This is an optimization exercise on Yosys and OpenROAD, whose aim is small area, a short achievable clock period and few clock cycles, not a production implementation. In this exercise RTL edits were held to simulation tests only and were not proved equivalent to the original.

run 1:
Design alu_top, start of the top module:
module alu_top(
    input wire clk,
    input wire reset,
    input wire [7:0] operand_a,
    input wire [7:0] operand_b,
    input wire [1:0] operation,
    input wire start,
    output reg [15:0] result,
    output wire ready,
    output reg overflow,
    output reg zero
);
Settings: LEC_CHECK=0, ABC_AREA=1, CAP_MARGIN=20, CORE_MARGIN=2, CORE_UTILIZATION=70, CTS_BUF_LIST=sky130_fd_sc_hd__clkbuf_4, SETUP_SLACK_MARGIN=1.9, SLEW_MARGIN=20; clock period 7.0 ns.
standard.sh (not shown) runs the stock make flow with config.mk's settings and CLKGATE_MAP_FILE= SYNTH_SCRIPT=/design/flow/synth_recipe.tcl, a recipe that flattens the netlist after the stock synthesis.
==> flow/flow/run.sh <==
#!/bin/bash
# Standard layout, with the port buffers made of sky130_fd_sc_hd__buf_2 cells
# (buffer_ports otherwise picks the slow clkdlybuf4s50_1). Every port is still buffered.
set -euo pipefail
export BUFFER_PORTS_ARGS="-buffer_cell sky130_fd_sc_hd__buf_2"
bash standard.sh > standard.log 2>&1
Testbench counts of run 1, summed over its fixed seeds: cycles 4,589.
Inputs modified between run 1 and run 2:
# run 1
export LEC_CHECK = 0
export ABC_AREA = 1
export CAP_MARGIN = 20
export CORE_MARGIN = 2
export CORE_UTILIZATION = 70
export CTS_BUF_LIST = sky130_fd_sc_hd__clkbuf_4
export SETUP_SLACK_MARGIN = 1.9
export SLEW_MARGIN = 20
create_clock -name core_clock -period 7.0 [get_ports {clk}]
# run 2
export LEC_CHECK = 0
export ABC_AREA = 1
export CAP_MARGIN = 20
export CORE_MARGIN = 2
export CORE_UTILIZATION = 70
export CTS_BUF_LIST = sky130_fd_sc_hd__clkbuf_8
export SETUP_SLACK_MARGIN = 2.0
export SLEW_MARGIN = 20
create_clock -name core_clock -period 7.0 [get_ports {clk}]
--- outcome ---
Looking at the reports, run 2 completed the entire flow and the layout it produced met the timing, design-rule and antenna checks.
Of run 1 and run 2, the run reporting the lower routed via count was run 1.
For the number of nets in the finished design, run 2 came in about 0.54% higher than run 1 did.
Inputs modified between run 2 and run 3:
# run 2
export LEC_CHECK = 0
export ABC_AREA = 1
export CAP_MARGIN = 20
export CORE_MARGIN = 2
export CORE_UTILIZATION = 70
export CTS_BUF_LIST = sky130_fd_sc_hd__clkbuf_8
export SETUP_SLACK_MARGIN = 2.0
export SLEW_MARGIN = 20
create_clock -name core_clock -period 7.0 [get_ports {clk}]
# run 3
export LEC_CHECK = 0
export ABC_AREA = 1
export CAP_MARGIN = 20
export CORE_MARGIN = 2
export CORE_UTILIZATION = 50
export CTS_BUF_LIST = sky130_fd_sc_hd__clkbuf_8
export SETUP_SLACK_MARGIN = 2.2
export SLEW_MARGIN = 20
create_clock -name core_clock -period 7.0 [get_ports {clk}]
==> run notes <==
Both conditions hold for run 3: the flow ran to the end and the final layout passed the timing, design-rule and antenna checks. In run 3 the worst setup slack turned out 0.042 ns higher than in run 2. Run 3 vs. run 2: share of the final layout cell area in sequential cells went down. | part of the cycle the worst path needs | higher: run 2 |.
The following lists how run 4 was set up differently from run 3:
# run 3
export LEC_CHECK = 0
export ABC_AREA = 1
export CAP_MARGIN = 20
export CORE_MARGIN = 2
export CORE_UTILIZATION = 50
export CTS_BUF_LIST = sky130_fd_sc_hd__clkbuf_8
export SETUP_SLACK_MARGIN = 2.2
export SLEW_MARGIN = 20
create_clock -name core_clock -period 7.0 [get_ports {clk}]
# run 4
export LEC_CHECK = 0
export ABC_AREA = 1
export CAP_MARGIN = 20
export CORE_MARGIN = 2
export CORE_UTILIZATION = 70
export CTS_BUF_LIST = sky130_fd_sc_hd__clkbuf_8
export SETUP_SLACK_MARGIN = 1.8
export SLEW_MARGIN = 20
create_clock -name core_clock -period 7.0 [get_ports {clk}]
==> comparison <==
Looking at global placer's final weighted congestion, run 4 sits 0.045 above run 3.
[compare] base=run 3 new=run 4: utilization up 16 points, xor and xnor area share after synthesis held steady, global-route wire length before repair shrank by 690 um, final worst-path cycle share shows an increase of 3.1 points.
Compared with run 3, run 4 shows post-layout instance count excluding filler cells that has gone down by a few percent.
From run 3 to run 4 the numbers moved as follows: standard cell area after detailed placement down 49 sq um; number of iterations in the first detailed-routing pass up 3.

========
oak:
Another version of the RTL of alu_top (not shown whole).
Size in the first run: ~710 cells after synthesis, ~40 I/O pins.
// alu_top
module alu_top(
    input wire clk,
    input wire reset,
    input wire [7:0] operand_a,
    input wire [7:0] operand_b,
    input wire [1:0] operation,
    input wire start,
    output reg [15:0] result,
    output wire ready,
    output reg overflow,
    output reg zero
);
Settings: LEC_CHECK=0, ABC_AREA=1, CAP_MARGIN=20, CORE_MARGIN=2, CORE_UTILIZATION=40, CTS_BUF_LIST=sky130_fd_sc_hd__clkbuf_8, CTS_CLUSTER_DIAMETER=500, CTS_CLUSTER_SIZE=50, SETUP_SLACK_MARGIN=0.2, SLEW_MARGIN=20; clock period 7.0 ns.
Scripts as last shown in full above: flow/flow/run.sh
Testbench counts of oak, summed over its fixed seeds: cycles 4,589.
#### Input delta (pine over oak)
Settings: removing CTS_BUF_LIST (formerly sky130_fd_sc_hd__clkbuf_8); removing CTS_CLUSTER_DIAMETER (formerly 500); removing CTS_CLUSTER_SIZE (formerly 50); changing SETUP_SLACK_MARGIN from 0.2 to 1.0.
==> flow/run.sh (new file) <==
#!/bin/bash
# synth_recipe.tcl (not shown) runs the flow's synth.tcl, then flattens the netlist and writes it again
# the make line also repeats each setting of config.mk as NAME=value (left out here)
make -C /OpenROAD-flow-scripts/flow DESIGN_CONFIG=/design/flow/config.mk WORK_HOME=/design/flow/orfs CLKGATE_MAP_FILE= SYNTH_SCRIPT=/design/flow/synth_recipe.tcl finish
removed: flow/flow/run.sh
removed: flow/standard.sh
### Flow results
Total wire length on pine is behind oak. All-layer global routing usage delta for pine relative to oak: 2.7 points higher. Met2 capacity usage during global routing delta for pine relative to oak: 7.4 points higher. pine against oak: smallest hold slack now sits lower, cell count higher, number of max-capacitance violations reported closely matched the old numbers. Remaining number of nets flagged by the antenna check after routing: pine vs oak identical.
Changes in birch relative to pine:
Settings: swapping 1.0 for 0.2 in SETUP_SLACK_MARGIN; putting CTS_BUF_LIST at sky130_fd_sc_hd__clkbuf_4 where nothing was set.
==> flow/flow/run.sh (new file) <==
#!/bin/bash
# Standard layout, with the port buffers made of sky130_fd_sc_hd__buf_2 cells
# (buffer_ports otherwise picks the slow clkdlybuf4s50_1). Every port is still buffered.
set -euo pipefail
export BUFFER_PORTS_ARGS="-buffer_cell sky130_fd_sc_hd__buf_2"
bash standard.sh > standard.log 2>&1
==> flow/standard.sh (new file) <==
#!/bin/bash
# synth_recipe.tcl (not shown) runs the flow's synth.tcl, then flattens the netlist and writes it again
# the make line also repeats each setting of config.mk as NAME=value (left out here)
make -C /OpenROAD-flow-scripts/flow DESIGN_CONFIG=/design/flow/config.mk WORK_HOME=/design/flow/orfs CLKGATE_MAP_FILE= SYNTH_SCRIPT=/design/flow/synth_recipe.tcl "${@:-finish}"
removed: flow/run.sh
Findings:
Compared to pine, birch reaches a lower achievable clock.
Compared with pine, birch shows a higher share of the cycle needed by the critical path after routing.
Diff pine -> birch | non-filler instance count after layout | down by a few percent
In the tables for pine and birch, layout overhead on the synthesized area reads higher with pine.
Between pine and birch, the flow reports met2 wire length decreasing by more than 10%.
The following lists how maple was set up differently from birch:
Settings: CTS_CLUSTER_DIAMETER now 500, previously not set; CTS_CLUSTER_SIZE now 50, previously not set; CTS_BUF_LIST now sky130_fd_sc_hd__clkbuf_16, was sky130_fd_sc_hd__clkbuf_4.
### Flow results
- On sequential share of cell area, the higher figure sits with birch, not maple.
- maple ends up with a clock distribution area overhead in the final layout that is 1.5 points higher than in birch.
- Diff maple..birch | maximum clock insertion buffer count | unchanged
- Comparing birch against maple, there is no change at all in number of flip-flops and latches.
- maple vs. birch: worst setup slack rose by 48 ps.

==> re-timing with driven ports <==
The flow's constraints put no driver on any port. The routed layouts listed below were extracted and timed again, unchanged, in two steps. Step 1: set_driving_cell puts a clkbuf_16 on clk and a buf_2 on each other input, an assumption about the parent block. Step 2 also shifts input and output timing later by t, the mid clock arrival at the registers, as if the neighbouring blocks saw the same clock. Slacks: ideal / step 1 / step 2; pairs: ideal / step 1.
run	t, ns	setup WS [ns]	worst setup path after step 2
run 1	0.358	2.066 / 2.040 / 1.736	input to register
run 2	0.310	2.130 / 2.094 / 1.856	input to register
run 3	0.316	2.172 / 2.118 / 2.015	input to register
run 4	0.308	1.954 / 1.934 / 1.765	input to register
oak	0.313	0.670 / 0.636 / 0.842	input to output
pine	0.319	1.058 / 1.015 / 1.100	input to output
birch	0.358	0.617 / 0.585 / 0.841	input to output
maple	0.313	0.664 / 0.626 / 0.819	input to output
After both steps every run listed still meets setup and hold. The setup slack of run 1, which loses most, moves by -0.026 ns with the drivers and by -0.330 ns with both steps.
